This is an optimization exercise on Yosys and OpenROAD, whose aim is small area and a short achievable clock period, not a production implementation.
The RTL was checked by simulation tests, not by an equivalence proof against the original design.

## yarrow
==> flow/design.v (excerpt) <==
module filter #(parameter DATA_WIDTH = 16) (
    input clk,
    input rst_n,
    input signed [DATA_WIDTH-1:0] FilterIn,
    input ValidIn,
    output signed [32:0] data_out,
    output reg ValidOut);
clock: 10.5 ns
lec_check: 0
cap_margin: 20
core_margin: 2
core_utilization: 25
setup_slack_margin: 5
slew_margin: 20
synth_hierarchical: 1
tns_end_percent: 100
standard.sh (not shown) runs the stock make flow with config.mk's settings and CLKGATE_MAP_FILE= SYNTH_SCRIPT=/design/flow/synth_recipe.tcl, a recipe that flattens the netlist after the stock synthesis.
==> flow/flow/run.sh <==
#!/bin/bash
# Layout: the standard flow (standard.sh) unchanged, except that timing repair
# aims at a larger setup margin (a shorter period than the 10.5 ns clock) and the
# port buffers are plain buffers instead of delay cells.  make's full output goes
# to make_finish.log here; each ORFS step keeps its own log under orfs/logs/.
set -uo pipefail
bash standard.sh SETUP_SLACK_MARGIN=6.3 'BUFFER_PORTS_ARGS=-buffer_cell sky130_fd_sc_hd__buf_4' finish > make_finish.log 2>&1
status=$?
tail -n 40 make_finish.log
exit $status
What cedar does differently from yarrow at the input level:
# yarrow
export LEC_CHECK = 0
export CAP_MARGIN = 20
export CORE_MARGIN = 2
export CORE_UTILIZATION = 25
export SETUP_SLACK_MARGIN = 5
export SLEW_MARGIN = 20
export SYNTH_HIERARCHICAL = 1
export TNS_END_PERCENT = 100
create_clock -name core_clock -period 10.5 [get_ports {clk}]
# cedar
export LEC_CHECK = 0
export CAP_MARGIN = 20
export CORE_MARGIN = 2
export CORE_UTILIZATION = 25
export PLACE_DENSITY = 0.45
export SETUP_SLACK_MARGIN = 5
export SLEW_MARGIN = 20
export SYNTH_HIERARCHICAL = 1
export TNS_END_PERCENT = 100
create_clock -name core_clock -period 10.5 [get_ports {clk}]
--- a/flow/flow/run.sh
+++ b/flow/flow/run.sh
@@ -5,5 +5,5 @@
 # to make_finish.log here; each ORFS step keeps its own log under orfs/logs/.
 set -uo pipefail
-bash standard.sh SETUP_SLACK_MARGIN=6.3 'BUFFER_PORTS_ARGS=-buffer_cell sky130_fd_sc_hd__buf_4' finish > make_finish.log 2>&1
+bash standard.sh SETUP_SLACK_MARGIN=6.25 'BUFFER_PORTS_ARGS=-buffer_cell sky130_fd_sc_hd__buf_4' finish > make_finish.log 2>&1
 status=$?
 tail -n 40 make_finish.log
## What came out
Status | yarrow and cedar | clean. Measured against each other, yarrow and cedar differ in arrival time reported for the critical path endpoint, the lower figure coming from yarrow. When the final numbers for yarrow and cedar were put side by side, the average wire length per cell after detail routing turned out to be greater in cedar. [compare] base=yarrow new=cedar: design area level; required arrival time at the worst endpoint moved up; ratio of routed vias to standard cells moved down.
Edits applied to the flow inputs when going from cedar to raven:
# cedar
export LEC_CHECK = 0
export CAP_MARGIN = 20
export CORE_MARGIN = 2
export CORE_UTILIZATION = 25
export PLACE_DENSITY = 0.45
export SETUP_SLACK_MARGIN = 5
export SLEW_MARGIN = 20
export SYNTH_HIERARCHICAL = 1
export TNS_END_PERCENT = 100
create_clock -name core_clock -period 10.5 [get_ports {clk}]
# raven
export LEC_CHECK = 0
export CAP_MARGIN = 20
export CORE_MARGIN = 2
export CORE_UTILIZATION = 25
export SETUP_SLACK_MARGIN = 5
export SLEW_MARGIN = 20
export SYNTH_HIERARCHICAL = 1
export TNS_END_PERCENT = 100
create_clock -name core_clock -period 10.5 [get_ports {clk}]
[summary]
raven finished end to end and its layout was clean on timing, DRC and antenna. Against cedar, raven comes in 20 ps lower on critical path arrival. Clock tree buffer count of the final layout went down by a little under 10% going from cedar to raven. Summary of the comparison: final area is lower in raven, relative to cedar. raven and cedar ended up with nearly the same sum of overflow across all layers after global routing. Taking cedar as the reference, in raven worst path setup slack after routing saw an increase, cell count saw a decrease.
Setup changes, raven to willow
# raven
export LEC_CHECK = 0
export CAP_MARGIN = 20
export CORE_MARGIN = 2
export CORE_UTILIZATION = 25
export SETUP_SLACK_MARGIN = 5
export SLEW_MARGIN = 20
export SYNTH_HIERARCHICAL = 1
export TNS_END_PERCENT = 100
create_clock -name core_clock -period 10.5 [get_ports {clk}]
# willow
export LEC_CHECK = 0
export CAP_MARGIN = 20
export CORE_MARGIN = 2
export CORE_UTILIZATION = 65
export SETUP_SLACK_MARGIN = 5
export SLEW_MARGIN = 20
export SYNTH_HIERARCHICAL = 1
export TNS_END_PERCENT = 100
create_clock -name core_clock -period 10.5 [get_ports {clk}]
Results
Per-cell via count in the routed design, willow and raven: lower on raven. Compared with raven, willow shows a setup slack at placement that is 44 ps higher. The lower clock tree cell share of total cell area came out of raven.
The inputs of ember differ from those of willow as listed below.
--- a/flow/flow/run.sh
+++ b/flow/flow/run.sh
@@ -5,5 +5,5 @@
 # to make_finish.log here; each ORFS step keeps its own log under orfs/logs/.
 set -uo pipefail
-bash standard.sh SETUP_SLACK_MARGIN=6.25 'BUFFER_PORTS_ARGS=-buffer_cell sky130_fd_sc_hd__buf_4' finish > make_finish.log 2>&1
+bash standard.sh SETUP_SLACK_MARGIN=6.5 'BUFFER_PORTS_ARGS=-buffer_cell sky130_fd_sc_hd__buf_4' finish > make_finish.log 2>&1
 status=$?
 tail -n 40 make_finish.log
Findings:
- Comparing ember and willow, first-pass GRT wire length is higher on ember.
- ember vs. willow: hold slack saw a decrease; final wirelength saw an increase; detail-routed net length per standard cell saw an increase; largest fanout of any net on the critical path saw a decrease.
- ember gives less sequential share of layout area than willow did.

==> port drivers added, routing unchanged <==
The results above use ideal ports. As a check the final layouts listed here were re-extracted and re-timed, cells and wires unchanged. Step 1 (the two cells are an assumption about what drives the block):
set clk [get_ports {clk}]
set_driving_cell -lib_cell sky130_fd_sc_hd__clkbuf_16 $clk
set_driving_cell -lib_cell sky130_fd_sc_hd__buf_2 [delete_from_list [all_inputs] $clk]
Step 2 times the ports against the registers' clock, not the clock port: input delays grow and output delays shrink by t, the midpoint of the rising clock arrivals with the driver on. Three values: ideal, step 1, step 2; two values: the first two.
run | t, ns | setup slack, ns | hold slack, ns | cell pins on the clock port's net
yarrow | 0.699 | 6.270 / 6.163 / 5.464 | 0.329 / 0.329 / 0.329 | 1
cedar | 0.723 | 6.292 / 6.198 / 5.475 | 0.343 / 0.343 / 0.343 | 1
raven | 0.694 | 6.306 / 6.199 / 5.505 | 0.346 / 0.346 / 0.346 | 1
willow | 0.683 | 6.220 / 6.144 / 5.461 | 0.345 / 0.345 / 0.345 | 1
ember | 0.680 | 6.188 / 6.104 / 5.424 | 0.328 / 0.328 / 0.328 | 1
After both steps setup and hold are still met in every run listed. The setup slack of cedar, which loses most, moves by -0.094 ns with the drivers and by -0.817 ns with both steps.
